Background: an optimization exercise with open tools, aiming at small area. Do not read the settings as production practice.
Function was checked by simulation only, so behaviour that the tests miss may differ from the original.
The clock cells of runs 6 and 7 come from the design's own scripts or RTL, not from TritonCTS.
No driver is modelled on the clock port, so clock power and skew are understated where the tree is cut down; a real chip needs a root buffer or a tree.
Power figures rest on the tool's default switching activity, not on a simulated workload.

## flow/run.sh

```bash
#!/bin/bash
# Own layout flow: the standard layout, with an area-oriented ABC script
# in synthesis (registers are mapped before ABC, so they are the standard ones).
set -euo pipefail
W=$(pwd)
F=$W/flow
sed "s#SYNTH_SCRIPT=[^ ]*#SYNTH_SCRIPT=$F/synth.tcl#" standard.sh > my_standard.sh
bash my_standard.sh > make.log 2>&1 || { tail -50 make.log; exit 1; }
tail -5 make.log
```

## flow/area.abc

```
strash
dc2
dch -f
map -a
strash
dch -f
map -a
```

## flow/synth.tcl

```tcl
# The standard flow's synthesis script, with ABC run on an area script of our own.
set ::own_abc_script [file join [file dirname [file normalize [info script]]] area.abc]
proc abc {args} {
  set i [lsearch -exact $args -script]
  if {$i >= 0} {
    set args [lreplace $args $i [expr {$i + 1}] -script $::own_abc_script]
  }
  yosys abc {*}$args
}
source [file join [file dirname [file dirname [file normalize [info script]]]] synth_recipe.tcl]
```

## standard.sh

```bash
#!/bin/bash
# synth_recipe.tcl (not shown) runs the flow's synth.tcl, then flattens the netlist and writes it again
# the make line also repeats each setting of config.mk as NAME=value (left out here)
make -C /OpenROAD-flow-scripts/flow DESIGN_CONFIG=/design/flow/config.mk WORK_HOME=/design/flow/orfs CLKGATE_MAP_FILE= SYNTH_SCRIPT=/design/flow/synth_recipe.tcl "${@:-finish}"
```

## config.mk

```make
export PLATFORM = sky130hd
export DESIGN_NAME = basys3_uart_alu
export DESIGN_NICKNAME = basys3_uart_alu
export VERILOG_FILES = /design/flow/design.v
export SDC_FILE = /design/flow/constraint.sdc
export NUM_CORES = 4
export LEC_CHECK = 0
export CAP_MARGIN = 20
export CORE_MARGIN = 2
export CORE_UTILIZATION = 40
export SLEW_MARGIN = 20
```

## constraint.sdc

```tcl
create_clock -name core_clock -period 10.0 [get_ports {clk100mhz}]
set_input_delay 2.0000 -clock core_clock [delete_from_list [all_inputs] [get_ports {clk100mhz}]]
set_output_delay 2.0000 -clock core_clock [all_outputs]
set_load 0.01 [all_outputs]
```

## design.v

```verilog
`timescale 1ns/1ps
`default_nettype none
module basys3_uart_alu (
  input  wire clk100mhz,
  input  wire btn_reset,    
  input  wire uart_rxd,
  output wire uart_txd
);
  wire clk = clk100mhz;
  wire rx  = uart_rxd;
  localparam [2:0] P_HDR = 3'd0, P_OP = 3'd1, P_A = 3'd2, P_B = 3'd3,
                   P_T0  = 3'd4, P_T1 = 3'd5, P_T2 = 3'd6;
  reg [2:0] ph;
  reg       busy;       
  reg [3:0] bc;         
  reg [9:0] t;          
  reg [7:0] A;          
  reg [5:0] op;
  reg       m;          
  reg       c;          
  reg       v;          
  wire hit  = (t[8:0] == 9'h161);
  wire tick = busy & hit;
  always @(posedge clk)
    t <= {t[8:0], busy & (~(t[9] ^ t[6]) ^ hit)};
  wire w4 = (t[9:2] == 8'b10011011);
  wire w2 = w4 & t[1];
  wire last = bc[3] & bc[0];               
  wire data = (bc != 4'd0) && !last;
  wire txph = ph[2];
  always @(posedge clk or posedge btn_reset) begin
    if (btn_reset) begin
      ph   <= P_HDR;
      busy <= 1'b0;
    end else begin
      if (!busy) begin
        if (!rx) busy <= 1'b1;
      end else if (tick) begin
        if (ph == P_T2) begin
          if (bc == 4'd8) begin ph <= P_HDR; busy <= 1'b0; end   
        end else if (last) begin
          case (ph)
            P_T0: ph <= P_T1;
            P_T1: ph <= P_T2;
            default: begin
              busy <= 1'b0;
              if (rx) begin
                if (m)               ph <= P_OP;
                else if (ph == P_OP) ph <= P_A;
                else if (ph == P_A)  ph <= P_B;
                else if (ph == P_B) begin ph <= P_T0; busy <= 1'b1; end
              end
            end
          endcase
        end
      end
    end
  end
  always @(posedge clk) begin
    if (!busy || (tick && last)) bc <= 4'd0;
    else if (tick)               bc <= bc + 4'd1;
  end
  wire hi     = op[5] & ~op[4] & ~op[3];
  wire is_add = hi & ~op[2] & ~op[1] & ~op[0];
  wire is_sub = hi & ~op[2] &  op[1] & ~op[0];
  wire is_log = hi &  op[2];
  wire is_sh  = ~op[5] & ~op[4] & ~op[3] & ~op[2] & op[1];
  wire is_sra = is_sh & op[0];
  wire arith  = is_add | is_sub;
  wire a0   = A[0];
  wire bb   = rx ^ is_sub;
  wire sum  = a0 ^ bb ^ c;
  wire cout = arith & ((a0 & bb) | (a0 & c) | (bb & c));
  reg  r;
  always @* begin
    r = 1'b0;
    if (arith) r = sum;
    else if (is_log) begin
      case (op[1:0])
        2'b00: r = a0 & rx;
        2'b01: r = a0 | rx;
        2'b10: r = a0 ^ rx;
        2'b11: r = ~(a0 | rx);
      endcase
    end
  end
  wire sh_win = (bc == 4'd1) ? tick :
                (bc == 4'd2) ? w2 :
                (bc == 4'd3) ? w4 : 1'b0;
  always @(posedge clk) begin
    if (!busy) begin
      m <= 1'b1;
      c <= is_sub;
    end
    if (tick && data) begin
      m <= m & (rx ^ bc[0]);
      case (ph)
        P_OP: if (bc <= 4'd6) op <= {rx, op[5:1]};
        P_A:  A <= {rx, A[7:1]};
        P_B: begin
          if (!is_sh) A <= {r, A[7:1]};
          c <= cout;
          if (bc == 4'd8) v <= c ^ cout;
        end
        P_T1: A <= {A[0], A[7:1]};
        default: ;
      endcase
    end
    if (busy && ph == P_B && is_sh && sh_win && rx) A <= {is_sra & A[7], A[7:1]};
  end
  reg tbit;
  always @* begin
    case (ph)
      P_T0: tbit = bc[0];
      P_T1: tbit = A[0];
      default: case (bc)            
        4'd1: tbit = ~|A;
        4'd2: tbit = A[7];
        4'd3: tbit = c;
        4'd4: tbit = v;
        default: tbit = 1'b0;
      endcase
    endcase
  end
  assign uart_txd = !(busy && txph) ? 1'b1 :
                    (bc == 4'd0)    ? 1'b0 :
                    last            ? 1'b1 : tbit;
endmodule
`default_nettype wire
```

==> results of run 1 <==
## synthesized netlist by cell type (2+ instances only)
| cell type | instances |
|---|---|
| a211oi_1 | 2 |
| o31ai_1 | 2 |
| nand2_1 | 22 |
| nor2_1 | 20 |
| nand3_1 | 4 |
| o22ai_1 | 2 |
| nand4_1 | 4 |
| ha_1 | 6 |
| dfrtp_1 | 4 |
| nor4_1 | 2 |
| dfxtp_1 | 15 |
| nor3_1 | 12 |
| clkinv_1 | 27 |
| o21ai_0 | 13 |
| edfxtp_1 | 16 |
| xor2_1 | 3 |
| a31oi_1 | 3 |
| a21oi_1 | 10 |
## sequential cells by signal, summed over array words and instances (netlist names)
signal and cells:
bc 4, v 1, busy 1, ph 3, op 6, m 1
c 1, t 10, A 8
## cell usage in the layout (no fill, tap or decap)
cell | netlist | final
dfrtp_1 | 4 | 4
nand3_1 | 4 | 4
a311oi_1 | 1 | 1
a22oi_1 | 1 | 1
a21oi_1 | 10 | 10
xor2_1 | 3 | 3
clkbuf_8 | 0 | 5
o31ai_1 | 2 | 2
dfxtp_1 | 15 | 15
ha_1 | 6 | 6
nand2_1 | 22 | 22
o41ai_1 | 1 | 1
clkinv_2 | 0 | 1
nor2_1 | 20 | 20
o211ai_1 | 1 | 1
clkbuf_1 | 0 | 1
nand4_1 | 4 | 4
nor3_1 | 12 | 12
a31oi_1 | 3 | 3
o211a_1 | 1 | 1
o221ai_1 | 1 | 1
clkinv_1 | 27 | 28
fa_1 | 1 | 1
xnor2_1 | 1 | 1
clkdlybuf4s50_1 | 0 | 3
edfxtp_1 | 16 | 16
a211oi_1 | 2 | 2
nor3b_1 | 1 | 1
o22ai_1 | 2 | 2
nor4_1 | 2 | 2
o21ai_0 | 13 | 13
## per-stage QoR
step	util, %	setup WS, ns	instances
finish	45.6	5.57	237
global route	45.6	5.38	237
CTS	45.6	5.58	237
detailed placement	43.5	5.89	229
global placement	43.5	5.86	229
floorplan	-	6.57	176
## kinds of logic (layout without fill, tap and decap cells)
group	count (synthesis)	in the layout
flops	35	35
buf+inv	27	38
simple gates	65	65
xor+xnor	4	4
compound gates	38	38
fa+ha+maj	7	7
## final timing paths
path | startpoint | to | slack, ns
max | bc[0]$_SDFFE_PP0N_ | uart_txd | 5.57
min | t[5]$_DFF_P_ | t[6]$_DFF_P_ | 0.35
max reg2reg | op[4]$_DFFE_PP_ | A[7]$_DFFE_PP_ | 7.49
min reg2reg | t[5]$_DFF_P_ | t[6]$_DFF_P_ | 0.35
max in group asynchronous | btn_reset | ph[0]$_DFFE_PP0P_ | 8.01
min in group asynchronous | btn_reset | busy$_DFF_PP0_ | 1.87
## worst reg2reg max path: stages (launching register included)
cell and delay (ns):
edfxtp_1 0.42, nor2_1 0.13, clkinv_1 0.08, nor3_1 0.35
clkinv_1 0.18, nor2_1 0.14, xor2_1 0.19, fa_1 0.42
o21ai_0 0.18, o221ai_1 0.14
## routing by layer
metal | GRT usage (%) | wire [um] | vias up
li1 | - | - | 631
met1 | 21.5 | 1500 | 599
met2 | 23.5 | 1430 | 30
met3 | 4.67 | 161 | 10
met4 | 9.44 | 79 | 0
met5 | 0 | 0 | -
## power breakdown
| part | internal, mW | switching, mW |
|---|---|---|
| Combinational | 0.0128 | 0.0171 |
| Clock | 0.0478 | 0.0495 |
| Sequential | 0.171 | 0.0152 |
| Total | 0.232 | 0.0817 |
## final cells by class
class | instances | area [um^2] | share of cell area (%)
Clock buffer | 6 | 72.6 | 4.04
Clock inverter | 2 | 8.76 | 0.487
Inverter | 27 | 101 | 5.64
Multi-Input combinational cell | 114 | 641 | 35.7
Sequential cell | 35 | 881 | 49.0
Tap cell | 50 | 62.6 | 3.48
Timing Repair Buffer | 3 | 30.0 | 1.67
==> results.tsv, run 1 <==
metric	value	unit
status	finished clean	
length of the first detailed-routing pass in iterations	4	
Worst path depth	7	
top cell family by delay on the critical path	buffers and inverters	
instance area after placement	1720	um^2
number of buffer and inverter instances along the worst setup path	2	
proportion of register bits with asynchronous set or reset after synthesis	11.4	%
synth unique cells	27	
number of setup buffers added after CTS	0	
CTS hold repair buffers	0	
Final ANT Viol Nets	0	
area growth from synthesis to layout	10.7	%
share of cell area taken by muxes after synthesis	0	%
Syn Std Cell Area	1620	um^2
largest driver fanout on the critical path	7	
number of warning messages in the yosys log	1	
Starting Density	41.2	%
EDFF count, synth	16	
vias in the first global route	1150	
post-layout power	0.314	mW
final hold vios	0	
final std cell area, no fill	1800	um^2
Antenna diodes	0	
Synth Area per Inst	9.22	um^2
source-to-sink clock delay at the later pin of the worst-skew pair	0.29	ns
Std-Cell Rows	23	
Arrival @ worst endpoint	2.43	ns
CTS tree	done	
leak pwr	0.642	nW
cell-by-cell listing of the critical path	clkinv_1 > ha_1 > a22oi_1 > a311oi_1 > o41ai_1 > nand3_1 > clkdlybuf4s50_1	
total wire length after detailed routing	3.17	mm
total die area	4580	um^2
DRC violation total after the first TritonRoute iteration	135	
worst max-slew margin expressed relative to the limit	45.6	%
post-synthesis compound-gate area fraction	14.0	%
Tcrit/Tclk final	44.3	%
final setup violation count	0	
core outline area	3940	um^2
Worst Setup Path Type	flop to output port	
# DRC	0	
estimated wirelength of the detail-placed design	2.38	mm
pin slew with the least headroom to its limit	0.810	ns
share of the synthesized area in the top cell type	29.6	%
number of buffers created by CTS	5	
All-Layer GR Usage	16.2	%
Mapped Nets	186	
# port buffers	3	
Chip Height	67.7	um
adder-cell share of the synthesized area	5.86	%
required time reported for the critical path endpoint	8.00	ns
largest cells by area after synthesis	edfxtp_1, dfxtp_1, clkinv_1, dfrtp_1, nand2_1	
filler instances	379	
proportion of synthesized chip area in sequential cells	54.3	%
kind of start point of the critical path	flop	
Slew Viols, Final	0	
hold path depth	0	
Critical Path Slowest Stage Cell	clkdlybuf4s50_1	
level count of the clock H-tree	2	
antenna violations before repair	0	
endpoint class of the critical path	output port	
final critical path time including I/O delays and setup	4.43	ns
post-cts resize count	0	
CTS sink cnt	35	
dominant combinational cell family by area after synthesis	simple AND/OR/NAND/NOR gates	
dominant cell type by area after synthesis	edfxtp_1	
max-cap violation count	0	
type of the tightest min-delay check	flop to flop	
RSZ-0062 raised after global routing	no	
maximum vdd drop	0.108	mV
Final TNS setup	0	ns
Synth Register Bits	35	
ports placed on the boundary	4	
drt wl/cell	13.4	um
number of nets in the layout	196	
global-route wire length before repair	5.35	mm
synthesized-area fraction occupied by xor and xnor cells	2.16	%
Via Count	1270	
Synth Area in Simple Gates	17.4	%
clock skew	0.0139	ns
clock root buffer	clkbuf_8	
final weighted congestion of routability-driven global placement	0.854	
fraction of final layout cells with drive strength greater than 1	3.21	%
pin count of the biggest net entering global routing	12	
highest clock rate	226	MHz
clock tree buffer depth	2	
worst stage delay on the critical path	0.49	ns
reg2reg path depth	9	
Post-Syn Instances	176	
clock input transition at the sequential cells of the worst setup and hold paths	0.06	ns
power per cell area	175	nW/um^2
Hold WS	0.353	ns
mean number of vias per cell	5.36	
total congestion overflow after global routing	0	
Horiz. Die Dim	67.7	um
top_reg_cell synth	edfxtp_1	
==> run 2, diff against run 1 <==
==> run.sh (new file) <==
#!/bin/bash
# synth_recipe.tcl (not shown) runs the flow's synth.tcl, then flattens the netlist and writes it again
# the make line also repeats each setting of config.mk as NAME=value (left out here)
make -C /OpenROAD-flow-scripts/flow DESIGN_CONFIG=/design/flow/config.mk WORK_HOME=/design/flow/orfs CLKGATE_MAP_FILE= SYNTH_SCRIPT=/design/flow/synth_recipe.tcl finish
removed: flow/run.sh
removed: flow/area.abc
removed: flow/synth.tcl
removed: standard.sh
==> run 2 against run 1 <==
  * Synthesized cell count down 5.1%
  * Still clean on timing, DRC and antenna
  * Critical path type unchanged
  * Combinational power shrank 58%
  * Power down 9.0%
  * Die area rose by 7.3%
  * Clock-buffer cell count stayed put
==> results.tsv, run 2 <==
metric	value	unit
mean number of vias per cell	5.72	
ports placed on the boundary	4	
Top reg by flops	t	
max FFs per register	10	
vias in the first global route	1220	
number of nets in the layout	180	
Final ANT Viol Nets	0	
slack of the worst reg-to-reg path	7.35	ns
Slew Viols, Final	0	
# port buffers	3	
final critical path time including I/O delays and setup	4.59	ns
Via Count	1275	
Mapped Nets	177	
power per cell area	149	nW/um^2
commonest non-fill, non-tap cell in the layout	edfxtp_1	
Commonest cells post-synth	edfxtp_1, dfxtp_1, o21ai_0	
reg2reg path depth	7	
total congestion overflow after global routing	0	
number of warning messages in the yosys log	1	
Synth Register Bits	35	
top_reg_cell synth	edfxtp_1	
Tcrit/Tclk final	45.9	%
EDFF count, synth	16	
most repeated cell in the gate-level netlist after synthesis	edfxtp_1	
Worst Setup Path Type	flop to output port	
leak pwr	0.676	nW
status	finished clean	
worst hold endpoint	t[8]$_DFF_P_	
reg2reg end	A[5]$_DFFE_PP_	
dominant cell type by area after synthesis	edfxtp_1	
drt wl/cell	16.0	um
Post-Syn Instances	167	
Starting Density	40.7	%
clock input transition at the sequential cells of the worst setup and hold paths	0.07	ns
required time reported for the critical path endpoint	8.00	ns
worst stage delay on the critical path	0.57	ns
clock root buffer	clkbuf_8	
hold path depth	0	
Arrival @ worst endpoint	2.59	ns
length of the first detailed-routing pass in iterations	4	
RSZ-0062 raised after global routing	no	
Reg2Reg Launch Point	bc[0]$_SDFFE_PP0N_	
worst max-slew margin expressed relative to the limit	37.0	%
maximum vdd drop	0.100	mV
final setup violation count	0	
DRC violation total after the first TritonRoute iteration	82	
estimated wirelength of the detail-placed design	2.57	mm
Chip Height	70.1	um
share of the synthesized area in the top cell type	27.5	%
post-layout power	0.286	mW
CTS tree	done	
proportion of register bits with asynchronous set or reset after synthesis	11.4	%
endpoint class of the critical path	output port	
largest driver fanout on the critical path	10	
# DRC	0	
clock tree buffer depth	2	
final hold vios	0	
registers with the highest flip-flop counts	t: 10 flops, A: 8 flops, op: 6 flops	
commonest non-fill, non-tap cells in the layout	edfxtp_1, dfxtp_1, o21ai_0	
total die area	4920	um^2
max-cap violation count	0	
Syn Std Cell Area	1750	um^2
Final TNS setup	0	ns
area growth from synthesis to layout	9.66	%
Horiz. Die Dim	70.1	um
cell-by-cell listing of the critical path	inv_1 > ha_1 > a221o_1 > a31oi_1 > a2111oi_0 > o21ai_0 > nand3_1 > clkdlybuf4s50_1	
CTS sink cnt	35	
post-cts resize count	0	
Synth Area per Inst	10.5	um^2
top cell family by delay on the critical path	compound AO/OA/AOI/OAI gates	
All-Layer GR Usage	16.4	%
core outline area	4290	um^2
global-route wire length before repair	6.30	mm
final weighted congestion of routability-driven global placement	0.871	
Antenna diodes	0	
number of buffers created by CTS	5	
source-to-sink clock delay at the later pin of the worst-skew pair	0.28	ns
synth unique cells	52	
kind of start point of the critical path	flop	
filler instances	425	
proportion of synthesized chip area in sequential cells	50.4	%
number of setup buffers added after CTS	0	
total wire length after detailed routing	3.58	mm
highest clock rate	218	MHz
fraction of final layout cells with drive strength greater than 1	9.36	%
number of buffer and inverter instances along the worst setup path	2	
largest cells by area after synthesis	edfxtp_1, dfxtp_1, dfrtp_1, ha_1, o21ai_0	
Std-Cell Rows	24	
CTS hold repair buffers	0	
level count of the clock H-tree	2	
Critical Path Slowest Stage Cell	dfxtp_1	
type of the tightest min-delay check	flop to flop	
startpoint of the most critical setup path	bc[0]$_SDFFE_PP0N_	
pin count of the biggest net entering global routing	21	
antenna violations before repair	0	
clock skew	0.00414	ns
Min-Delay Startpoint	t[7]$_DFF_P_	
pin slew with the least headroom to its limit	0.938	ns
run 2: cell count changes after synthesis, moves of 8 or more:
| cell | previous run | this run |
|---|---|---|
| clkinv_1 | 27 | 0 |
| nor2_1 | 20 | 8 |
| nand2_1 | 22 | 11 |
| inv_1 | 0 | 8 |
| nor3_1 | 12 | 4 |
run 2: kinds of logic (layout without fill, tap and decap cells):
kind of cell | Yosys count | after routing | share of synthesized area (%)
AOI/OAI and AO/OA | 42 | 42 | 15.7
xor gates and xnor gates | 6 | 6 | 3.00
adders and majority gates | 7 | 7 | 5.44
buffers and inverters | 15 | 19 | 3.86
DFF | 35 | 35 | 50.4
muxes | 4 | 4 | 2.43
and+or+nand+nor | 58 | 58 | 19.2
run 2: worst max path at each step:
stage / end / slack (ns) / depth (start not counted)
after floorplan: uart_txd / 6.44 / 8
after global placement: uart_txd / 5.79 / 8
after detailed placement: uart_txd / 5.71 / 8
after CTS: uart_txd / 5.40 / 8
after global routing: uart_txd / 5.24 / 8
final: uart_txd / 5.41 / 8
run 2: metrics by stage:
stage / hold WS, ns / area, um^2 / instances / setup WS (ns) / util (%)
after global placement: 0.328 / 1810 / 215 / 5.79 / 42.1
after detailed placement: 0.332 / 1810 / 215 / 5.71 / 42.1
after floorplan: 0.324 / 1750 / 167 / 6.44 / -
after global routing: 0.367 / 1920 / 223 / 5.24 / 44.7
after CTS: 0.350 / 1920 / 223 / 5.40 / 44.7
final: 0.345 / 1920 / 223 / 5.41 / 44.7
run 2: power breakdown:
group	switching, mW	leakage (nW)	total [mW]	internal, mW
Combinational	0.00634	0.308	0.0126	0.00624
Clock	0.0531	0.0569	0.118	0.0654
Sequential	0.00347	0.311	0.154	0.151
Total	0.0629	0.676	0.286	0.223
run 2: cell type report:
type,instances,area (um^2),area share (%)
repair buffers,3,30.0,1.57
clock inverters,2,17.5,0.913
flip-flops and latches,35,881,45.9
inverters,8,30.0,1.57
clock buffers,6,93.8,4.89
multi-input cells,117,801,41.7
well taps,52,65.1,3.39
run 2: layer usage:
metal / global-route usage [%] / vias to the layer above / wire [um]
met2: 22.1 / 28 / 1570
met4: 6.62 / 0 / 58
met5: 0 / - / 0
met3: 4.91 / 6 / 134
li1: - / 629 / -
met1: 24.3 / 612 / 1810
==> run 3, diff against run 2 <==
==> flow/run.sh (new file) <==
#!/bin/bash
# Own layout flow: the standard layout (standard.sh) with our synthesis
# script (synth.tcl) and small port buffers. Make's full output goes to make.log.
set -euo pipefail
W=$(pwd)
F=$W/flow
sed -e "s#SYNTH_SCRIPT=[^ ]*#SYNTH_SCRIPT=$F/synth.tcl BUFFER_PORTS_ARGS=-buffer_cell\\\\ sky130_fd_sc_hd__buf_1#" standard.sh > own_standard.sh
bash own_standard.sh > make.log 2>&1 || { tail -50 make.log; exit 1; }
tail -5 make.log
==> flow/abc1.script (new file) <==
strash
dc2
dch -f
map -a
strash
dch -f
map -a
==> flow/abc2.script (new file) <==
strash
dc2
dch -f
map -a
==> flow/abc3.script (new file) <==
strash
dc2
dch -f
map -a
strash
dc2
dch -f
map -a
strash
dch -f
map -a
==> flow/abc4.script (new file) <==
strash
&get -n
&dch -f
&nf -R 1000
&put
==> flow/abc5.script (new file) <==
strash
dch
map -a
==> flow/abc6.script (new file) <==
strash
dc2
dch -f
map -a
strash
balance -l
rewrite -l
refactor -l
balance -l
rewrite -l
rewrite -z -l
balance -l
refactor -z -l
rewrite -z -l
balance -l
dch -f
map -a
==> flow/synth.tcl (new file) <==
# The standard flow's synthesis script (synth_recipe.tcl in the work folder), with two changes
# to the combinational logic only; flip-flops are mapped before either applies:
#  - no extract_fa: half and full adders are left to ABC instead of fixed cells;
#  - ABC runs a generic pass first, then each area script abc*.script beside this
#    file, and the smallest mapped result is kept.
set ::own_dir [file dirname [file normalize [info script]]]
proc extract_fa {args} { puts "own flow: extract_fa skipped" }
proc abc {args} {
  set si [lsearch -exact $args -script]
  set lib [lindex $args [expr {[lsearch -exact $args -liberty] + 1}]]
  set stat $::env(LOG_DIR)/own_abc_stat.txt
  yosys design -save own_pre
  set best -1
  foreach k [lsort [glob $::own_dir/abc*.script]] {
    yosys design -load own_pre
    yosys abc -fast
    yosys abc {*}[lreplace $args $si [expr {$si + 1}] -script $k]
    yosys tee -q -o $stat stat -liberty $lib
    set fh [open $stat r]; set txt [read $fh]; close $fh
    regexp {Chip area for module[^:]*:\s*([0-9.]+)} $txt -> area
    puts "own flow: $k area $area"
    if {$best < 0 || $area < $best} {
      set best $area
      yosys design -save own_best
    }
  }
  yosys design -load own_best
  puts "own flow: kept area $best"
}
source [file join [file dirname $::own_dir] synth_recipe.tcl]
==> standard.sh (new file) <==
#!/bin/bash
# synth_recipe.tcl (not shown) runs the flow's synth.tcl, then flattens the netlist and writes it again
# the make line also repeats each setting of config.mk as NAME=value (left out here)
make -C /OpenROAD-flow-scripts/flow DESIGN_CONFIG=/design/flow/config.mk WORK_HOME=/design/flow/orfs CLKGATE_MAP_FILE= SYNTH_SCRIPT=/design/flow/synth_recipe.tcl "${@:-finish}"
removed: run.sh
==> run 3 against run 2 <==
  * Clock power decreased by 16%
  * Sequential share of layout area increased by 6.5 points
  * Via count is 6.5% lower
  * Fmax is 13% higher
  * Sequential power decreased by 3%
  * Clock-buffer cell count is 1 lower
  * Die area shrank 13%
  * Hold slack better by 0.010 ns
  * Clock skew hardly changed
  * Critical endpoint unchanged
==> results.tsv, run 3 <==
metric	value	unit
maximum vdd drop	0.0689	mV
# DRC	0	
antenna violations before repair	0	
highest clock rate	247	MHz
Final ANT Viol Nets	0	
Mapped Nets	166	
leak pwr	0.552	nW
RSZ-0062 raised after global routing	no	
length of the first detailed-routing pass in iterations	4	
number of buffers created by CTS	5	
pin slew with the least headroom to its limit	0.772	ns
endpoint class of the critical path	output port	
CTS hold repair buffers	0	
area growth from synthesis to layout	11.0	%
Arrival @ worst endpoint	2.05	ns
top_reg_cell synth	edfxtp_1	
final critical path time including I/O delays and setup	4.05	ns
Syn Std Cell Area	1520	um^2
PnR worst setup slack	5.95	ns
Final TNS setup	0	ns
Starting Density	41.4	%
clock input transition at the sequential cells of the worst setup and hold paths	0.07	ns
proportion of register bits with asynchronous set or reset after synthesis	11.4	%
Tcrit/Tclk final	40.5	%
Synth Register Bits	35	
drt wl/cell	13.9	um
post-layout power	0.250	mW
Place WS	5.89	ns
CTS sink cnt	35	
final hold vios	0	
filler instances	356	
Slew Viols, Final	0	
max FFs per register	10	
area taken by multi-input logic gates	552	um^2
met1 usage	20.2	%
Via Count	1192	
source-to-sink clock delay at the later pin of the worst-skew pair	0.29	ns
met2 track utilization from global routing	27.2	%
register area	881	um^2
Commonest cells post-synth	clkinv_1, nor2_1, nand2_1	
level count of the clock H-tree	2	
mean number of vias per cell	5.35	
total wire length after detailed routing	3.10	mm
Synth Area per Inst	9.30	um^2
DRC violation total after the first TritonRoute iteration	66	
final weighted congestion of routability-driven global placement	0.911	
Horiz. Die Dim	65.5	um
Post-Syn Instances	163	
Top reg by flops	t	
proportion of synthesized chip area in sequential cells	58.1	%
power per cell area	149	nW/um^2
global-route wire length before repair	5.26	mm
largest cells by area after synthesis	edfxtp_1, dfxtp_1, dfrtp_1, clkinv_1, nor2_1	
number of warning messages in the yosys log	1	
largest driver fanout on the critical path	6	
core outline area	3660	um^2
number of buffer and inverter instances along the worst setup path	3	
max-cap violation count	0	
Antenna diodes	0	
Worst Setup Path Type	flop to output port	
total congestion overflow after global routing	0	
type of the tightest min-delay check	flop to flop	
hold path depth	0	
top cell family by delay on the critical path	simple AND/OR/NAND/NOR gates	
vias in the first global route	1149	
Chip Height	65.5	um
number of nets in the layout	177	
total die area	4300	um^2
Worst path depth	8	
status	finished clean	
most used routing layer in global routing	met2	
clock tree buffer depth	2	
kind of start point of the critical path	flop	
GR Layer Usage met3	5.65	%
fraction of final layout cells with drive strength greater than 1	6.29	%
cell-by-cell listing of the critical path	clkinv_1 > nor2_1 > clkinv_1 > nor2_1 > nand2_1 > a32o_1 > nand3_1 > buf_1	
pin count of the biggest net entering global routing	13	
synth unique cells	27	
final setup violation count	0	
EDFF count, synth	16	
commonest non-fill, non-tap cells in the layout	clkinv_1, nor2_1, nand2_1	
clock skew	0.00367	ns
Std-Cell Rows	22	
reg2reg path depth	7	
Critical Path Slowest Stage Cell	dfrtp_1	
ports placed on the boundary	4	
estimated wirelength of the detail-placed design	2.43	mm
worst stage delay on the critical path	0.45	ns
post-cts resize count	0	
dominant cell type by area after synthesis	edfxtp_1	
number of setup buffers added after CTS	0	
share of the synthesized area in the top cell type	31.7	%
registers with the highest flip-flop counts	t: 10 flops, A: 8 flops, op: 6 flops	
clock root buffer	clkbuf_8	
CTS tree	done	
# port buffers	3	
All-Layer GR Usage	16.7	%
worst max-slew margin expressed relative to the limit	47.2	%
required time reported for the critical path endpoint	8.00	ns
run 3: changes by cell type after synthesis, sizes merged, moves of 4 or more:
cell,previous run,this run
buf,5,0
a21boi,4,0
xnor2,5,1
clkinv,0,22
ha,6,0
a21oi,6,10
nor2,9,22
inv,8,0
nand2,12,18
nor3,4,8
run 3: final cells by class:
| cell class | instances | area share [%] |
|---|---|---|
| Clock buffer | 5 | 4.09 |
| Clock inverter | 3 | 1.12 |
| Inverter | 22 | 4.91 |
| Multi-Input combinational cell | 106 | 32.8 |
| Sequential cell | 35 | 52.4 |
| Tap cell | 48 | 3.57 |
| Timing Repair Buffer | 4 | 1.12 |
run 3: power by group:
| group | total [mW] | internal, mW | switching [mW] |
|---|---|---|---|
| clock network | 0.0991 | 0.0485 | 0.0506 |
| registers | 0.149 | 0.149 | 0 |
| logic | 0.00258 | 0.000842 | 0.00173 |
| total | 0.250 | 0.198 | 0.0523 |
run 3: cell families (layout without fill, tap and decap cells):
logic type      count (synthesis)  count (layout)  share of synthesized area (%)
simple gates                   63              63                           18.2
compound gates                 39              39                           15.9
flops                          35              35                           58.1
xor+xnor                        4               4                           2.31
buf+inv                        22              34                           5.45
run 3: through the flow:
stage          utilization (%)  area (um^2)  hold slack [ns]  cells
2_1_floorplan                -         1520            0.331    163
3_3_place_gp              43.5         1590            0.341    215
3_5_place_dp              43.5         1590            0.341    215
4_1_cts                   45.9         1680            0.359    223
5_1_grt                   45.9         1680            0.365    223
6_report                  45.9         1680            0.355    223
run 3: worst paths after layout:
check	from	end	slack, ns
max	ph[2]$_DFFE_PP0P_	uart_txd	5.95
min	t[7]$_DFF_P_	t[8]$_DFF_P_	0.35
max reg2reg	ph[0]$_DFFE_PP0P_	A[2]$_DFFE_PP_	6.98
min reg2reg	t[7]$_DFF_P_	t[8]$_DFF_P_	0.35
max in group asynchronous	btn_reset	ph[2]$_DFFE_PP0P_	8.34
min in group asynchronous	btn_reset	busy$_DFF_PP0_	1.54
run 3: metal layers:
metal	up-vias	share of wire, %
met5	-	0
li1	606	-
met2	20	49
met3	5	4.0
met1	561	45
met4	0	1.9
run 3: worst register-to-register path, cell delays in order (launching register included):
cell       delay (ns)
dfrtp_1          0.39
clkinv_1         0.13
nor3_1           0.57
clkinv_1         0.20
nor2_1           0.14
clkinv_1         0.10
a2111oi_0        0.69
o21bai_1         0.44
==> run 4, diff against run 3 <==
--- a/config.mk
+++ b/config.mk
@@ -10,2 +10,5 @@
 export CORE_UTILIZATION = 40
+export CTS_BUF_LIST = sky130_fd_sc_hd__clkbuf_8
+export CTS_CLUSTER_DIAMETER = 500
+export CTS_CLUSTER_SIZE = 50
 export SLEW_MARGIN = 20
==> run 4 against run 3 <==
  * Sequential share of layout area unchanged
  * Sequential cell count is the same
  * Utilization unchanged
  * Cell area unchanged
  * Critical path type unchanged
  * Global-route usage did not move
  * Fmax unchanged
  * Non-clock buffer count is the same
  * Still clean on timing, DRC and antenna
==> results.tsv, run 4 <==
metric	value	unit
status	finished clean	
Via Count	1192	
Std-Cell Rows	22	
CTS sink cnt	35	
largest cells by area after synthesis	edfxtp_1, dfxtp_1, dfrtp_1, clkinv_1, nor2_1	
largest driver fanout on the critical path	6	
EDFF count, synth	16	
level count of the clock H-tree	2	
final critical path time including I/O delays and setup	4.05	ns
reg2reg end	A[2]$_DFFE_PP_	
Worst path depth	8	
Mapped Nets	166	
Synth Area per Inst	9.30	um^2
CTS hold repair buffers	0	
Syn Std Cell Area	1520	um^2
Place WS	5.89	ns
CTS tree	done	
ports placed on the boundary	4	
final std cell area, no fill	1680	um^2
registers with the highest flip-flop counts	t: 10 flops, A: 8 flops, op: 6 flops	
total wire length after detailed routing	3.10	mm
Worst Setup Path Type	flop to output port	
startpoint of the most critical setup path	ph[2]$_DFFE_PP0P_	
maximum vdd drop	0.0689	mV
top_reg_cell synth	edfxtp_1	
antenna violations before repair	0	
length of the first detailed-routing pass in iterations	4	
filler instances	356	
number of buffers created by CTS	5	
pin slew with the least headroom to its limit	0.772	ns
DRC violation total after the first TritonRoute iteration	66	
# DRC	0	
vias in the first global route	1149	
Min-Delay Startpoint	t[7]$_DFF_P_	
worst stage delay on the critical path	0.45	ns
Top reg by flops	t	
pin count of the biggest net entering global routing	13	
All-Layer GR Usage	16.7	%
total die area	4300	um^2
area growth from synthesis to layout	11.0	%
dominant cell type by area after synthesis	edfxtp_1	
register area	881	um^2
source-to-sink clock delay at the later pin of the worst-skew pair	0.29	ns
final setup violation count	0	
Cell Count Post-Placement	215	
clock input transition at the sequential cells of the worst setup and hold paths	0.07	ns
final cell count without fillers	223	
max-cap violation count	0	
Slew Viols, Final	0	
Reg2Reg Launch Point	ph[0]$_DFFE_PP0P_	
Starting Density	41.4	%
mean number of vias per cell	5.35	
highest clock rate	247	MHz
PnR worst setup slack	5.95	ns
final hold vios	0	
required time reported for the critical path endpoint	8.00	ns
Post-Syn Instances	163	
power per cell area	149	nW/um^2
total congestion overflow after global routing	0	
Chip Height	65.5	um
top cell family by delay on the critical path	simple AND/OR/NAND/NOR gates	
Final ANT Viol Nets	0	
Commonest cells post-synth	clkinv_1, nor2_1, nand2_1	
Tcrit/Tclk final	40.5	%
clock tree buffer depth	2	
number of nets in the layout	177	
Arrival @ worst endpoint	2.05	ns
proportion of synthesized chip area in sequential cells	58.1	%
number of setup buffers added after CTS	0	
area taken by multi-input logic gates	552	um^2
Critical Path Slowest Stage Cell	dfrtp_1	
Antenna diodes	0	
share of the synthesized area in the top cell type	31.7	%
instance area after placement	1590	um^2
clock root buffer	clkbuf_8	
synth unique cells	27	
fraction of final layout cells with drive strength greater than 1	6.29	%
clock skew	0.00367	ns
number of warning messages in the yosys log	1	
Horiz. Die Dim	65.5	um
endpoint class of the critical path	output port	
proportion of register bits with asynchronous set or reset after synthesis	11.4	%
global-route wire length before repair	5.26	mm
number of buffer and inverter instances along the worst setup path	3	
reg2reg path depth	7	
commonest non-fill, non-tap cells in the layout	clkinv_1, nor2_1, nand2_1	
post-layout util	45.9	%
slack of the worst reg-to-reg path	6.98	ns
worst max-slew margin expressed relative to the limit	47.2	%
estimated wirelength of the detail-placed design	2.43	mm
# port buffers	3	
max FFs per register	10	
end point of the critical path	uart_txd	
post-layout power	0.250	mW
RSZ-0062 raised after global routing	no	
final weighted congestion of routability-driven global placement	0.911	
core outline area	3660	um^2
drt wl/cell	13.9	um
cell-by-cell listing of the critical path	clkinv_1 > nor2_1 > clkinv_1 > nor2_1 > nand2_1 > a32o_1 > nand3_1 > buf_1	
type of the tightest min-delay check	flop to flop	
kind of start point of the critical path	flop	
post-cts resize count	0	
Synth Register Bits	35	
Final TNS setup	0	ns
Hold WS	0.355	ns
leak pwr	0.552	nW
## run 4: cell counts after synthesis
No cell type changed its count.
## run 4: final cells by class
type / count / area share, %
clock buffers: 5 / 4.09
repair buffers: 4 / 1.12
clock inverters: 3 / 1.12
flip-flops and latches: 35 / 52.4
inverters: 22 / 4.91
multi-input cells: 106 / 32.8
well taps: 48 / 3.57
## run 4: layer usage
metal / vias to the layer above / GRT usage (%) / routed length [um]
li1: 606 / - / -
met1: 561 / 20.2 / 1400
met2: 20 / 27.2 / 1520
met3: 5 / 5.65 / 123
met4: 0 / 7.03 / 59
met5: - / 0 / 0
## run 4: power breakdown
part,internal [mW],switching [mW],total [mW]
Combinational,0.000842,0.00173,0.00258
Sequential,0.149,0,0.149
Clock,0.0485,0.0506,0.0991
## run 4: worst min path at each step
stage | endpoint | slack, ns | depth (start not counted)
after global routing | t[5]$_DFF_P_ | 0.37 | 0
after global placement | t[6]$_DFF_P_ | 0.34 | 0
final | t[8]$_DFF_P_ | 0.35 | 0
after floorplan | t[6]$_DFF_P_ | 0.33 | 0
after CTS | t[8]$_DFF_P_ | 0.36 | 0
after detailed placement | t[8]$_DFF_P_ | 0.34 | 0
## run 4: kinds of logic (layout without fill, tap and decap cells)
| kind of cell | Yosys count | in the layout | share of synthesized area (%) |
|---|---|---|---|
| AOI/OAI and AO/OA | 39 | 39 | 15.9 |
| buffers and inverters | 22 | 34 | 5.45 |
| and+or+nand+nor | 63 | 63 | 18.2 |
| DFF | 35 | 35 | 58.1 |
| xor gates and xnor gates | 4 | 4 | 2.31 |
==> run 5, diff against run 4 <==
--- a/config.mk
+++ b/config.mk
@@ -10,3 +10,3 @@
 export CORE_UTILIZATION = 40
-export CTS_BUF_LIST = sky130_fd_sc_hd__clkbuf_8
+export CTS_BUF_LIST = sky130_fd_sc_hd__clkbuf_16
 export CTS_CLUSTER_DIAMETER = 500
==> run 5 against run 4 <==
  * Clock power grew 51%
  * Largest power group is now the clock network
  * Via count is 1.1% higher
  * Synthesized cell count unchanged
  * Clock-buffer cell count unchanged
  * Utilization increased by 1.5 points
  * Fmax increased by 0.16%
  * Clock skew increased by 0.0011 ns
  * Worst setup slack better by 0.0065 ns
  * Sequential cell count did not move
  * First-iteration DRC count up 47%
==> results.tsv, run 5 <==
metric	value	unit
status	finished clean	
required time reported for the critical path endpoint	8.00	ns
Mapped Nets	166	
total wire length after detailed routing	3.14	mm
largest driver fanout on the critical path	6	
power per cell area	173	nW/um^2
maximum vdd drop	0.0781	mV
post-layout util	47.5	%
proportion of register bits with asynchronous set or reset after synthesis	11.4	%
number of setup buffers added after CTS	0	
All-Layer GR Usage	17.1	%
Starting Density	41.4	%
Min-Delay Startpoint	t[7]$_DFF_P_	
mean number of vias per cell	5.40	
final hold vios	0	
EDFF count, synth	16	
switching share of total power	19.8	%
Std-Cell Rows	22	
share of the synthesized area in the top cell type	31.7	%
final cell count without fillers	223	
total die area	4300	um^2
area growth from synthesis to layout	14.7	%
final critical path time including I/O delays and setup	4.04	ns
Top reg by flops	t	
Via Count	1205	
Place WS	5.89	ns
Slew Viols, Final	0	
Arrival @ worst endpoint	2.04	ns
drt wl/cell	14.1	um
number of buffers created by CTS	5	
commonest non-fill, non-tap cells in the layout	clkinv_1, nor2_1, nand2_1	
registers with the highest flip-flop counts	t: 10 flops, A: 8 flops, op: 6 flops	
number of nets in the layout	177	
filler instances	352	
endpoint class of the critical path	output port	
pin slew with the least headroom to its limit	0.758	ns
final weighted congestion of routability-driven global placement	0.911	
largest cells by area after synthesis	edfxtp_1, dfxtp_1, dfrtp_1, clkinv_1, nor2_1	
Synth Register Bits	35	
CTS sink cnt	35	
highest clock rate	247	MHz
clock group share of total power	49.7	%
reg2reg path depth	7	
Worst Setup Path Type	flop to output port	
internal power consumption	0.241	mW
vias in the first global route	1161	
clock root buffer	clkbuf_16	
max-cap violation count	0	
Horiz. Die Dim	65.5	um
# port buffers	3	
worst max-slew margin expressed relative to the limit	48.2	%
number of warning messages in the yosys log	1	
core outline area	3660	um^2
DRC violation total after the first TritonRoute iteration	97	
# DRC	0	
max FFs per register	10	
relative contribution of combinational cells to total power	0.9	%
RSZ-0062 raised after global routing	no	
clock tree buffer depth	2	
antenna violations before repair	0	
fraction of final layout cells with drive strength greater than 1	6.29	%
ports placed on the boundary	4	
global-route wire length before repair	5.33	mm
startpoint of the most critical setup path	ph[2]$_DFFE_PP0P_	
Commonest cells post-synth	clkinv_1, nor2_1, nand2_1	
estimated wirelength of the detail-placed design	2.43	mm
register area	881	um^2
source-to-sink clock delay at the later pin of the worst-skew pair	0.28	ns
sw power	0.0597	mW
area taken by multi-input logic gates	552	um^2
synth unique cells	27	
clock input transition at the sequential cells of the worst setup and hold paths	0.05	ns
Final TNS setup	0	ns
Reg2Reg Launch Point	ph[0]$_DFFE_PP0P_	
Synth Area per Inst	9.30	um^2
Chip Height	65.5	um
final setup violation count	0	
pin count of the biggest net entering global routing	13	
level count of the clock H-tree	2	
post-cts resize count	0	
Syn Std Cell Area	1520	um^2
leak pwr	0.577	nW
kind of start point of the critical path	flop	
Final ANT Viol Nets	0	
total congestion overflow after global routing	0	
Antenna diodes	0	
dominant cell type by area after synthesis	edfxtp_1	
clock skew	0.00477	ns
CTS tree	done	
sequential share of power	49.4	%
proportion of synthesized chip area in sequential cells	58.1	%
CTS hold repair buffers	0	
top_reg_cell synth	edfxtp_1	
length of the first detailed-routing pass in iterations	4	
Tcrit/Tclk final	40.4	%
post-layout power	0.301	mW
Cell Count Post-Placement	215	
type of the tightest min-delay check	flop to flop	
PnR worst setup slack	5.96	ns
hold path depth	0	
Post-Syn Instances	163	
run 5: critical path: stages (launching register included):
cell and delay (ns):
dfrtp_1 0.45, clkinv_1 0.15, nor2_1 0.16, clkinv_1 0.17, nor2_1 0.24, nand2_1 0.12, a32o_1 0.26, nand3_1 0.06
buf_1 0.15
run 5: cell type report:
cell class	instances	share of cell area (%)
tap	48	3.46
clock buffer	5	7.20
multi-input combinational	106	31.7
inverter	22	4.75
sequential	35	50.7
timing repair buffer	4	1.08
clock inverter	3	1.08
run 5: worst paths after layout:
path | end | slack [ns]
min in group asynchronous | busy$_DFF_PP0_ | 1.55
hold reg to reg | t[8]$_DFF_P_ | 0.35
max in group asynchronous | ph[2]$_DFFE_PP0P_ | 8.33
setup / recovery | uart_txd | 5.96
setup reg to reg | A[2]$_DFFE_PP_ | 6.98
hold / removal | t[8]$_DFF_P_ | 0.35
run 5: logic make-up (layout without fill, tap and decap cells):
family                    after synthesis  count (layout)  synth area share (%)
buffers and inverters                  22              34                  5.45
xor gates and xnor gates                4               4                  2.31
and+or+nand+nor                        63              63                  18.2
AOI/OAI and AO/OA                      39              39                  15.9
DFF                                    35              35                  58.1
run 5: power by group through the flow:
stage,Clock [mW],Combinational [mW],Sequential (mW)
finish,0.150,0.00259,0.149
global route,0.160,0.00302,0.149
CTS,0.153,0.00263,0.149
detailed placement,0,0.00265,0.152
global placement,0,0.00251,0.152
floorplan,0,0.00156,0.152
run 5: metal layers:
metal	wire length (um)	track usage, %	part of all wire, %	vias to the layer above
met5	0	0	0	-
met4	74	9.38	2.4	0
met3	107	5.14	3.4	7
met2	1540	27.3	49	20
met1	1420	20.7	45	569
li1	-	-	-	609
run 5: per-stage QoR:
step / area, um^2 / hold slack [ns]
finish: 1740 / 0.353
CTS: 1740 / 0.357
floorplan: 1520 / 0.331
global route: 1740 / 0.362
detailed placement: 1590 / 0.341
global placement: 1590 / 0.341
==> run 6, diff against run 5 <==
==> flow/run.sh (replaced) <==
#!/bin/bash
# Own layout flow: the standard layout (standard.sh) with
#  - our synthesis script (synth.tcl: no extract_fa, area-oriented ABC),
#  - buf_1 cells as the port buffers,
#  - a clock tree of one buffer (one_buf.tcl, run in place of TritonCTS).
# Make's full output goes to make.log; each step's log is under orfs/logs.
set -euo pipefail
W=$(pwd)
F=$W/flow
CLOCK_BUF=$(cat $F/clock_buf.txt)
sed -e "s#SYNTH_SCRIPT=[^ ]*#SYNTH_SCRIPT=$F/synth.tcl BUFFER_PORTS_ARGS=-buffer_cell\\\\ sky130_fd_sc_hd__buf_1 PRE_CTS_TCL=$F/one_buf.tcl OWN_CLOCK_PORT=clk100mhz OWN_CLOCK_BUF=$CLOCK_BUF#" standard.sh > own_standard.sh
bash own_standard.sh > make.log 2>&1 || { tail -50 make.log; exit 1; }
tail -5 make.log
==> flow/clock_buf.txt (new file) <==
sky130_fd_sc_hd__clkbuf_16
==> flow/one_buf.tcl (new file) <==
# Clock tree of one buffer: the clock port drives a single clock buffer placed
# at the centre of the flip-flops, which drives every flip-flop clock pin.
proc clock_tree_synthesis {args} {
  set block [ord::get_db_block]
  set n 0; set sx 0; set sy 0
  foreach inst [$block getInsts] {
    if {[[$inst getMaster] isSequential]} {
      set loc [$inst getLocation]
      set sx [expr {$sx + [lindex $loc 0]}]
      set sy [expr {$sy + [lindex $loc 1]}]
      incr n
    }
  }
  set dbu [$block getDbUnitsPerMicron]
  set x [expr {double($sx) / $n / $dbu}]
  set y [expr {double($sy) / $n / $dbu}]
  set clk_net [[[$block findBTerm $::env(OWN_CLOCK_PORT)] getNet] getName]
  puts "own flow: one $::env(OWN_CLOCK_BUF) for $n flip-flops at $x $y on $clk_net"
  insert_buffer -buffer_cell $::env(OWN_CLOCK_BUF) -net $clk_net -buffer_name clkbuf_root \
    -net_name clknet_root -location [list $x $y]
  set_propagated_clock [all_clocks]
}
--- a/config.mk
+++ b/config.mk
@@ -10,5 +10,2 @@
 export CORE_UTILIZATION = 40
-export CTS_BUF_LIST = sky130_fd_sc_hd__clkbuf_16
-export CTS_CLUSTER_DIAMETER = 500
-export CTS_CLUSTER_SIZE = 50
 export SLEW_MARGIN = 20
==> run 6 against run 5 <==
  * Utilization is 3.2 points lower
  * Synthesized cell count did not move
  * Sequential power about the same
  * Cell area decreased by 6.8%
  * Die area did not move
  * Wire length fell by 3.3%
  * Worst setup slack better by 0.080 ns
  * Sequential share of layout area up 3.7 points
  * Area after synthesis stayed put
  * Cell count is 3.1% lower
  * Largest power group is now registers
==> results.tsv, run 6 <==
metric	value	unit
status	finished clean	
Std-Cell Rows	22	
vias in the first global route	1112	
Top reg by flops	t	
leak pwr	0.520	nW
mean number of vias per cell	5.45	
Worst Setup Path Type	flop to output port	
length of the first detailed-routing pass in iterations	4	
final setup violation count	0	
drt wl/cell	14.1	um
kind of start point of the critical path	flop	
Min-Delay Startpoint	t[7]$_DFF_P_	
reg2reg end	A[0]$_DFFE_PP_	
worst hold endpoint	t[8]$_DFF_P_	
required time reported for the critical path endpoint	8.00	ns
Mapped Nets	166	
estimated wirelength of the detail-placed design	2.43	mm
adder-cell share of the synthesized area	0	%
global-route wire length before repair	5.11	mm
dominant cell type by area after synthesis	edfxtp_1	
largest cells by area after synthesis	edfxtp_1, dfxtp_1, dfrtp_1, clkinv_1, nor2_1	
maximum vdd drop	0.132	mV
post-cts resize count	0	
core outline area	3660	um^2
antenna violations before repair	0	
relative contribution of combinational cells to total power	1.3	%
type of the tightest min-delay check	flop to flop	
synth unique cells	27	
ports placed on the boundary	4	
Arrival @ worst endpoint	1.96	ns
number of warning messages in the yosys log	1	
share of the synthesized area in the top cell type	31.7	%
max FFs per register	10	
# DRC	0	
proportion of register bits with asynchronous set or reset after synthesis	11.4	%
Tcrit/Tclk final	39.6	%
clock skew	0.00529	ns
largest driver fanout on the critical path	6	
number of setup buffers added after CTS	0	
synthesized-area fraction occupied by xor and xnor cells	2.31	%
clock input transition at the sequential cells of the worst setup and hold paths	0.12	ns
Commonest cells post-synth	clkinv_1, nor2_1, nand2_1	
post-layout util	44.2	%
total die area	4300	um^2
post-synthesis compound-gate area fraction	15.9	%
final weighted congestion of routability-driven global placement	0.911	
Reg2Reg Launch Point	ph[0]$_DFFE_PP0P_	
reg2reg path depth	7	
Chip Height	65.5	um
hold path depth	0	
CTS hold repair buffers	0	
clock group share of total power	25.5	%
number of nets in the layout	173	
# port buffers	3	
sw power	0.0347	mW
area growth from synthesis to layout	6.85	%
Horiz. Die Dim	65.5	um
registers with the highest flip-flop counts	t: 10 flops, A: 8 flops, op: 6 flops	
switching share of total power	17.1	%
worst max-slew margin expressed relative to the limit	49.5	%
startpoint of the most critical setup path	ph[2]$_DFFE_PP0P_	
Synth Area per Inst	9.30	um^2
commonest non-fill, non-tap cells in the layout	clkinv_1, nor2_1, nand2_1	
RSZ-0062 raised after global routing	no	
internal power consumption	0.168	mW
All-Layer GR Usage	14.9	%
DRC violation total after the first TritonRoute iteration	88	
Via Count	1177	
Starting Density	41.4	%
source-to-sink clock delay at the later pin of the worst-skew pair	0.18	ns
sequential share of power	73.2	%
Antenna diodes	0	
max-cap violation count	0	
Slew Viols, Final	0	
total wire length after detailed routing	3.04	mm
final hold vios	0	
fraction of final layout cells with drive strength greater than 1	2.38	%
slack of the worst reg-to-reg path	6.98	ns
top_reg_cell synth	edfxtp_1	
highest clock rate	252	MHz
final critical path time including I/O delays and setup	3.96	ns
power per cell area	125	nW/um^2
total congestion overflow after global routing	0	
Synth Area in Simple Gates	18.2	%
endpoint class of the critical path	output port	
Final ANT Viol Nets	0	
Post-Syn Instances	163	
Final TNS setup	0	ns
pin slew with the least headroom to its limit	0.739	ns
proportion of synthesized chip area in sequential cells	58.1	%
EDFF count, synth	16	
share of cell area taken by muxes after synthesis	0	%
Synth Register Bits	35	
pin count of the biggest net entering global routing	36	
Syn Std Cell Area	1520	um^2
dominant combinational cell family by area after synthesis	simple AND/OR/NAND/NOR gates	
[run 6: cell counts after synthesis]
No cell type changed its count.
[run 6: power groups by stage]
stage / clock network (mW) / logic [mW] / registers (mW)
after CTS: 0.0546 / 0.00262 / 0.149
after detailed placement: 0 / 0.00265 / 0.152
final: 0.0517 / 0.00260 / 0.149
after global routing: 0.0597 / 0.00302 / 0.149
after floorplan: 0 / 0.00156 / 0.152
after global placement: 0 / 0.00251 / 0.152
[run 6: critical path: stages (launching register included)]
cell and delay [ns]:
dfrtp_1 0.47, clkinv_1 0.15, nor2_1 0.16, clkinv_1 0.17, nor2_1 0.24, nand2_1 0.12, a32o_1 0.26, nand3_1 0.06
buf_1 0.15
[run 6: logic make-up (layout without fill, tap and decap cells)]
| family | after synthesis | after routing |
|---|---|---|
| compound gates | 39 | 39 |
| xor+xnor | 4 | 4 |
| buf+inv | 22 | 27 |
| flops | 35 | 35 |
| simple gates | 63 | 63 |
[run 6: worst max path at each step]
| stage | depth (start not counted) | endpoint | slack (ns) |
|---|---|---|---|
| finish | 8 | uart_txd | 6.04 |
| global route | 8 | uart_txd | 5.77 |
| CTS | 8 | uart_txd | 6.04 |
| detailed placement | 5 | A[0]$_DFFE_PP_ | 5.89 |
| global placement | 5 | A[0]$_DFFE_PP_ | 6.05 |
| floorplan | 4 | A[0]$_DFFE_PP_ | 6.51 |
[run 6: final cells by class, clock buffers not listed]
cell class                 count  area, um^2
inverter                      22        82.6
timing repair buffer           4        18.8
tap                           48        60.1
multi-input combinational    106         552
fill                         364        2040
sequential                    35         881
[run 6: stage by stage]
stage	hold WS, ns	instances	total power [mW]	setup slack (ns)	cell area [um^2]
after floorplan	0.331	163	0.153	6.51	1520
final	0.362	216	0.203	6.04	1620
after CTS	0.367	216	0.206	6.04	1620
after global routing	0.373	216	0.211	5.77	1620
after global placement	0.341	215	0.154	6.05	1590
after detailed placement	0.341	215	0.154	5.89	1590
[run 6: routing by layer]
layer | vias up | track usage, % | part of all wire, %
li1 | 594 | - | -
met1 | 550 | 21.0 | 47
met2 | 27 | 25.9 | 48
met3 | 6 | 0.514 | 2.8
met4 | 0 | 2.34 | 1.8
met5 | - | 0 | 0
==> run 7, diff against run 6 <==
--- a/config.mk
+++ b/config.mk
@@ -9,3 +9,3 @@
 export CORE_MARGIN = 2
-export CORE_UTILIZATION = 40
+export CORE_UTILIZATION = 70
 export SLEW_MARGIN = 20
==> run 7 against run 6 <==
  * Fmax down 1.3%
  * Die area down 41%
  * Sequential share of layout area up 0.94 points
  * Register-to-register slack worse by 0.05 ns
  * Clock skew about the same
  * Wire length up 3.9%
  * Global-route usage up 12 points
  * Power down 0.39%
  * Synthesized cell count unchanged
  * Clock power down 2%
  * Critical path type unchanged
==> results.tsv, run 7 <==
metric	value	unit
met2 track utilization from global routing	46.3	%
source-to-sink clock delay at the later pin of the worst-skew pair	0.17	ns
total die area	2550	um^2
vias in the first global route	1162	
ports placed on the boundary	4	
Chip Height	50.5	um
pin slew with the least headroom to its limit	0.744	ns
antenna violations before repair	0	
pin count of the biggest net entering global routing	36	
fraction of final layout cells with drive strength greater than 1	2.40	%
core outline area	2000	um^2
final critical path time including I/O delays and setup	4.02	ns
commonest non-fill, non-tap cells in the layout	clkinv_1, nor2_1, nand2_1	
number of warning messages in the yosys log	1	
Std-Cell Rows	16	
final setup violation count	0	
leak pwr	0.514	nW
Synth Register Bits	35	
EDFF count, synth	16	
reg2reg end	A[2]$_DFFE_PP_	
registers with the highest flip-flop counts	t: 10 flops, A: 8 flops, op: 6 flops	
type of the tightest min-delay check	flop to flop	
Arrival @ worst endpoint	2.02	ns
# DRC	0	
Reg2Reg Launch Point	ph[1]$_DFFE_PP0P_	
proportion of synthesized chip area in sequential cells	58.1	%
Min-Delay Startpoint	t[4]$_DFF_P_	
endpoint class of the critical path	output port	
number of setup buffers added after CTS	0	
Tcrit/Tclk final	40.2	%
largest driver fanout on the critical path	6	
top_reg_cell synth	edfxtp_1	
Top reg by flops	t	
maximum vdd drop	0.115	mV
worst hold endpoint	t[5]$_DFF_P_	
Horiz. Die Dim	50.5	um
status	finished clean	
# port buffers	3	
number of nets in the layout	172	
final weighted congestion of routability-driven global placement	0.988	
most used routing layer in global routing	met2	
Commonest cells post-synth	clkinv_1, nor2_1, nand2_1	
CTS hold repair buffers	0	
share of the synthesized area in the top cell type	31.7	%
met1 usage	37.9	%
Post-Syn Instances	163	
Slew Viols, Final	0	
total wire length after detailed routing	3.15	mm
hold path depth	0	
post-cts resize count	0	
largest cells by area after synthesis	edfxtp_1, dfxtp_1, dfrtp_1, clkinv_1, nor2_1	
Antenna diodes	0	
highest clock rate	249	MHz
drt wl/cell	16.2	um
total congestion overflow after global routing	0	
Syn Std Cell Area	1520	um^2
max-cap violation count	0	
GR Layer Usage met3	0.893	%
Worst Setup Path Type	flop to output port	
Synth Area per Inst	9.30	um^2
kind of start point of the critical path	flop	
dominant cell type by area after synthesis	edfxtp_1	
reg2reg path depth	7	
slack of the worst reg-to-reg path	6.93	ns
final hold vios	0	
Starting Density	75.7	%
estimated wirelength of the detail-placed design	2.38	mm
RSZ-0062 raised after global routing	no	
clock input transition at the sequential cells of the worst setup and hold paths	0.12	ns
Final ANT Viol Nets	0	
mean number of vias per cell	6.44	
length of the first detailed-routing pass in iterations	4	
synth unique cells	27	
DRC violation total after the first TritonRoute iteration	90	
clock skew	0.00499	ns
required time reported for the critical path endpoint	8.00	ns
Final TNS setup	0	ns
power per cell area	127	nW/um^2
Via Count	1250	
proportion of register bits with asynchronous set or reset after synthesis	11.4	%
All-Layer GR Usage	26.4	%
Mapped Nets	166	
global-route wire length before repair	5.24	mm
area growth from synthesis to layout	5.04	%
Hold WS	0.363	ns
max FFs per register	10	
worst max-slew margin expressed relative to the limit	50.3	%
run 7: per-stage QoR:
step | cells | instance area [um^2] | setup WS [ns] | power (mW) | utilization (%)
after global routing | 194 | 1590 | 5.80 | 0.208 | 79.5
after floorplan | 163 | 1520 | 6.51 | 0.153 | -
final | 194 | 1590 | 5.98 | 0.202 | 79.5
after detailed placement | 193 | 1560 | 5.98 | 0.154 | 77.9
after global placement | 193 | 1560 | 6.07 | 0.154 | 77.9
after CTS | 194 | 1590 | 6.03 | 0.203 | 79.2
run 7: cell type report, clock buffers not listed:
class	count	area (um^2)
fill	135	410
inverter	22	82.6
timing repair buffer	3	11.3
tap	27	33.8
sequential	35	881
multi-input combinational	106	558
run 7: logic make-up (layout without fill, tap and decap cells):
group / count (synthesis) / count (layout) / share of synthesized area [%]
compound gates: 39 / 39 / 15.9
xor+xnor: 4 / 4 / 2.31
buf+inv: 22 / 26 / 5.45
flops: 35 / 35 / 58.1
simple gates: 63 / 63 / 18.2
run 7: where the power goes:
part / leakage [nW] / internal [mW] / switching (mW) / total [mW]
Combinational: 0.194 / 0.000842 / 0.00185 / 0.00270
Clock: 0.0123 / 0.0187 / 0.0321 / 0.0508
Sequential: 0.308 / 0.149 / 0 / 0.149
run 7: worst max path at each step:
stage                           start              to  slack [ns]  depth (start not counted)
finish              ph[2]$_DFFE_PP0P_        uart_txd        5.98                          8
global route        ph[2]$_DFFE_PP0P_        uart_txd        5.80                          8
CTS                 ph[2]$_DFFE_PP0P_        uart_txd        6.03                          8
detailed placement           uart_rxd  A[4]$_DFFE_PP_        5.98                          5
global placement             uart_rxd  A[0]$_DFFE_PP_        6.07                          5
floorplan                    uart_rxd  A[0]$_DFFE_PP_        6.51                          4
run 7: per-layer routing:
layer | wire [um] | vias up
li1 | - | 590
met1 | 1350 | 582
met2 | 1510 | 70
met3 | 238 | 8
met4 | 52 | 0
met5 | 0 | -
run 7: critical path: stages, from the launching register on:
cell and delay (ns):
dfrtp_1 0.46, clkinv_1 0.14, nor2_1 0.15, clkinv_1 0.17, nor2_1 0.28, nand2_1 0.14, a32o_1 0.28, nand3_1 0.07
buf_1 0.16

## static timing again, ports no longer ideal
The flow's constraints put no driver on any port. The routed layouts listed below were extracted and timed again, unchanged, in two steps.
Step 1 assumes that a clkbuf_16 drives the clock port and a buf_2 every other input.
Step 2 adds t to the input delays and takes it off the output delays; t is the mean of the earliest and latest rising clock arrival at the registers after step 1. Input paths then give back, and output paths get back, about the clock's delay inside the block.
Three values: no drivers, after step 1, after step 2; two values: the first two.
| run | t (ns) | slack for setup (ns) | worst hold slack (ns) | worst setup path after step 2 | worst data-port slew with drivers (ns) |
|---|---|---|---|---|---|
| run 1 | 0.312 | 5.575 / 5.549 / 5.861 | 0.353 / 0.353 / 0.353 | register to output | 0.03 |
| run 2 | 0.311 | 5.414 / 5.386 / 5.697 | 0.345 / 0.345 / 0.345 | register to output | 0.03 |
| run 3 | 0.314 | 5.951 / 5.923 / 5.880 | 0.355 / 0.355 / 0.355 | input to register | 0.03 |
| run 4 | 0.314 | 5.951 / 5.923 / 5.880 | 0.355 / 0.355 / 0.355 | input to register | 0.03 |
| run 5 | 0.311 | 5.957 / 5.925 / 5.877 | 0.353 / 0.353 / 0.353 | input to register | 0.03 |
| run 6 | 0.203 | 6.037 / 6.009 / 5.920 | 0.362 / 0.362 / 0.362 | input to register | 0.03 |
| run 7 | 0.200 | 5.985 / 5.958 / 5.925 | 0.363 / 0.363 / 0.363 | input to register | 0.03 |
After both steps setup and hold are still met in every run listed. The setup slack of run 6, which loses most, moves by -0.028 ns with the drivers and by -0.117 ns with both steps.
